What follows belongs to an exercise in optimizing a design on an open flow for small area; a production flow would make more cautious choices. In this exercise RTL edits were held to simulation tests only and were not proved equivalent to the original. Power is estimated from default activity; no workload was simulated.

== try-juniper ==
==> flow/design.v (excerpt) <==
module iq_analyse #
(
  parameter integer DATA_WIDTH = 16
)
(
  input  wire clk,
  input wire  ce,
  input wire strobe_in,
  input wire rst,
  input  wire signed [DATA_WIDTH-1:0]  I_4sum,
  input  wire signed [DATA_WIDTH-1:0]  Q_4sum,
  input  wire [DATA_WIDTH-1:0]  Amp_4sum,
  output reg [6:0] bits_count,
  output wire signed [DATA_WIDTH+8-1:8]  DI_out,
  output wire signed [DATA_WIDTH+8-1:8]  DQ_out,
  output reg max_val_sync,
  output reg strobe_out
);
clock: 10.0 ns
lec_check: 0
cap_margin: 20
core_margin: 2
core_utilization: 80
cts_buf_list: sky130_fd_sc_hd__clkbuf_8
cts_cluster_diameter: 50
cts_cluster_size: 15
place_density: 0.88
slew_margin: 20
run.sh (not shown) runs the stock make flow with config.mk's settings and CLKGATE_MAP_FILE= SYNTH_SCRIPT=/design/flow/synth_recipe.tcl, a recipe that flattens the netlist after the stock synthesis.
try-juniper closes out successfully: all stages finished, all timing, DRC and antenna checks passed.
Input-level comparison between try-willow and try-juniper:
Settings: PLACE_DENSITY changed from 0.88 to 0.75; CTS_CLUSTER_DIAMETER removed (was 50); CTS_CLUSTER_SIZE removed (was 15); CTS_BUF_LIST removed (was sky130_fd_sc_hd__clkbuf_8); CORE_UTILIZATION changed from 80 to 65.
==> flow/flow/run.sh (new file) <==
#!/bin/bash
# The standard layout (standard.sh: the standard flow's synthesis and ORFS flow, unchanged),
# with two settings passed to ORFS through its own variables:
#  - clock tree: clkbuf_8 buffers, small sink clusters, no dummy loads;
#  - port buffers: the smallest buffer (buf_1) on every input and output.
set -euo pipefail
export CTS_ARGS="-sink_clustering_enable -repair_clock_nets -dont_use_dummy_load -buf_list sky130_fd_sc_hd__clkbuf_8 -sink_clustering_size 15 -sink_clustering_max_diameter 50"
export BUFFER_PORTS_ARGS="-buffer_cell sky130_fd_sc_hd__buf_1"
bash standard.sh > standard.log 2>&1
==> flow/standard.sh (new file) <==
#!/bin/bash
# synth_recipe.tcl (not shown) runs the flow's synth.tcl, then flattens the netlist and writes it again
# the make line also repeats each setting of config.mk as NAME=value (left out here)
make -C /OpenROAD-flow-scripts/flow DESIGN_CONFIG=/design/flow/config.mk WORK_HOME=/design/flow/orfs CLKGATE_MAP_FILE= SYNTH_SCRIPT=/design/flow/synth_recipe.tcl "${@:-finish}"
removed: flow/run.sh
Notes after the runs:
- A most utilized layer in the global route result of met1 is what try-willow shows, while met2 belongs to try-juniper.
- Final cell count (higher): try-willow
- Area used by multi-input combinational logic of try-willow is on par with try-juniper.
- Compare try-juniper and try-willow | data arrival time of the critical path higher: try-juniper
- Fraction of final layout cells sized beyond drive strength 1 in try-willow is 0.19 points lower than in try-juniper
- In try-willow the worst setup slack turned out 560 ps higher than in try-juniper.
- Row number of diodes: try-willow lower / try-juniper higher
- Between try-willow and try-juniper, it is try-willow whose peak clock frequency supported by timing is higher, by about 9%.

========
Another version of the RTL of iq_analyse (not shown whole).
Size: ~7500 cells after synthesis, about 4100 flip-flops, ~93 I/O pins.
Design iq_analyse, start of the top module:
module iq_analyse #
(
  parameter integer DATA_WIDTH = 16
)
(
  input  wire clk,
  input wire  ce,
  input wire strobe_in,
  input wire rst,
  input  wire signed [DATA_WIDTH-1:0]  I_4sum,
  input  wire signed [DATA_WIDTH-1:0]  Q_4sum,
  input  wire [DATA_WIDTH-1:0]  Amp_4sum,
  output reg [6:0] bits_count,
  output wire signed [DATA_WIDTH+8-1:8]  DI_out,
  output wire signed [DATA_WIDTH+8-1:8]  DQ_out,
  output reg max_val_sync,
  output reg strobe_out
);
clock: 10.0 ns
lec_check: 0
cap_margin: 20
core_margin: 2
core_utilization: 65
cts_buf_list: sky130_fd_sc_hd__clkbuf_8
place_density: 0.75
slew_margin: 20
Stock flow here: none of the scripts above is used.
==> next run, changes <==
- CORE_UTILIZATION: 65 -> 40
- CTS_BUF_LIST: sky130_fd_sc_hd__clkbuf_8 -> not set
- PLACE_DENSITY: 0.75 -> 0.6
The new run finished clean.
Count of clock-buffer cells in the layout falls by 170.
Cell area rises by a few percent.
Clock skew rises by 23 ps.
Combinational power hardly moves.
Area after synthesis does not change.
Wire length barely changes.

========
Another version of the RTL of iq_analyse (not shown whole).
Size in the first run: about 4100 flip-flops, roughly 93 I/O pins, roughly 100000 sq um of cells after synthesis.
export LEC_CHECK = 0
export CAP_MARGIN = 20
export CORE_MARGIN = 2
export CORE_UTILIZATION = 65
export PLACE_DENSITY = 0.75
export SLEW_MARGIN = 20
create_clock -name core_clock -period 10.0 [get_ports {clk}]
standard.sh (not shown) runs the stock make flow with config.mk's settings and CLKGATE_MAP_FILE= SYNTH_SCRIPT=/design/flow/synth_recipe.tcl, a recipe that flattens the netlist after the stock synthesis.
==> flow/flow/run.sh <==
#!/bin/bash
# The standard layout (standard.sh: the standard flow's synthesis and ORFS flow, unchanged),
# with settings passed to ORFS through its own variables:
#  - after floorplan, OpenROAD's restructure re-maps the combinational logic (one pass)
#    for area (registers untouched; flow/post_floorplan.tcl), then o22ai cells
#    with inverted inputs go back to a22o where that saves inverters (flow/peephole.tcl);
#  - clock tree: clkbuf_8 at the leaves, clkbuf_4 above them, small sink clusters, no dummy loads;
#  - port buffers: the smallest buffer (buf_1) on every input and output.
set -euo pipefail
here=$(pwd)
mkdir -p "$here/rmp"
export RMP_DIR="$here/rmp"
export RMP_FLOW="$here/flow"
export POST_FLOORPLAN_TCL="$here/flow/post_floorplan.tcl"
export CTS_ARGS="-sink_clustering_enable -repair_clock_nets -dont_use_dummy_load -buf_list sky130_fd_sc_hd__clkbuf_4 -sink_clustering_buffer sky130_fd_sc_hd__clkbuf_8 -sink_clustering_size 18 -sink_clustering_max_diameter 50"
export BUFFER_PORTS_ARGS="-buffer_cell sky130_fd_sc_hd__buf_1"
bash standard.sh > standard.log 2>&1
Other scripts of this flow, unchanged in this note and not shown: flow/flow/filter_lib.py, flow/flow/peephole.tcl, flow/flow/post_floorplan.tcl
The first run went through all stages and came out clean.
Edit:
--- a/flow/flow/run.sh
+++ b/flow/flow/run.sh
@@ -6,3 +6,3 @@
 #    with inverted inputs go back to a22o where that saves inverters (flow/peephole.tcl);
-#  - clock tree: clkbuf_8 at the leaves, clkbuf_4 above them, small sink clusters, no dummy loads;
+#  - clock tree: clkbuf_8 at the leaves, clkbuf_2 above them, small sink clusters, no dummy loads;
 #  - port buffers: the smallest buffer (buf_1) on every input and output.
@@ -14,3 +14,3 @@
 export POST_FLOORPLAN_TCL="$here/flow/post_floorplan.tcl"
-export CTS_ARGS="-sink_clustering_enable -repair_clock_nets -dont_use_dummy_load -buf_list sky130_fd_sc_hd__clkbuf_4 -sink_clustering_buffer sky130_fd_sc_hd__clkbuf_8 -sink_clustering_size 18 -sink_clustering_max_diameter 50"
+export CTS_ARGS="-sink_clustering_enable -repair_clock_nets -dont_use_dummy_load -buf_list sky130_fd_sc_hd__clkbuf_2 -sink_clustering_buffer sky130_fd_sc_hd__clkbuf_8 -sink_clustering_size 18 -sink_clustering_max_diameter 60"
 export BUFFER_PORTS_ARGS="-buffer_cell sky130_fd_sc_hd__buf_1"
Result: Via count stays flat. Wire length is about the same. Total power drops by 0.72%. Global-route usage hardly moves. Fmax stays flat. Synthesized cell count is unchanged. Setup slack loses 0.0088 ns. Die area stays the same.

separate check: timing with driven ports:
Ports are ideal in the flow. The routed layouts listed here were re-timed in OpenROAD.
Step 1 (the two cells are an assumption about what drives the block):
set clk [get_ports {clk}]
set_driving_cell -lib_cell sky130_fd_sc_hd__clkbuf_16 $clk
set_driving_cell -lib_cell sky130_fd_sc_hd__buf_2 [delete_from_list [all_inputs] $clk]
Step 2 adds t to the input delays and takes it off the output delays; t is the mean of the earliest and latest rising clock arrival at the registers after step 1. Input paths then give back, and output paths get back, about the clock's delay inside the block.
Three values: no drivers, after step 1, after step 2; two values: the first two.
run	t (ns)	setup WS [ns]	clock arrival spread, ns
try-juniper	1.112	3.583 / 3.583 / 3.583	0.093 / 0.094
try-willow	1.095	4.139 / 4.139 / 4.139	0.109 / 0.109
the first run of note 2	1.093	4.912 / 4.912 / 4.160	0.085 / 0.085
the second run of note 2	0.934	4.211 / 4.281 / 3.346	0.108 / 0.107
the first run of note 3	1.377	2.514 / 2.514 / 2.514	0.180 / 0.180
the second run of note 3	1.821	2.505 / 2.505 / 2.505	0.243 / 0.243
After both steps setup and hold are still met in every run listed. The setup slack of the second run of note 2, which loses most, moves by +0.070 ns with the drivers and by -0.865 ns with both steps.
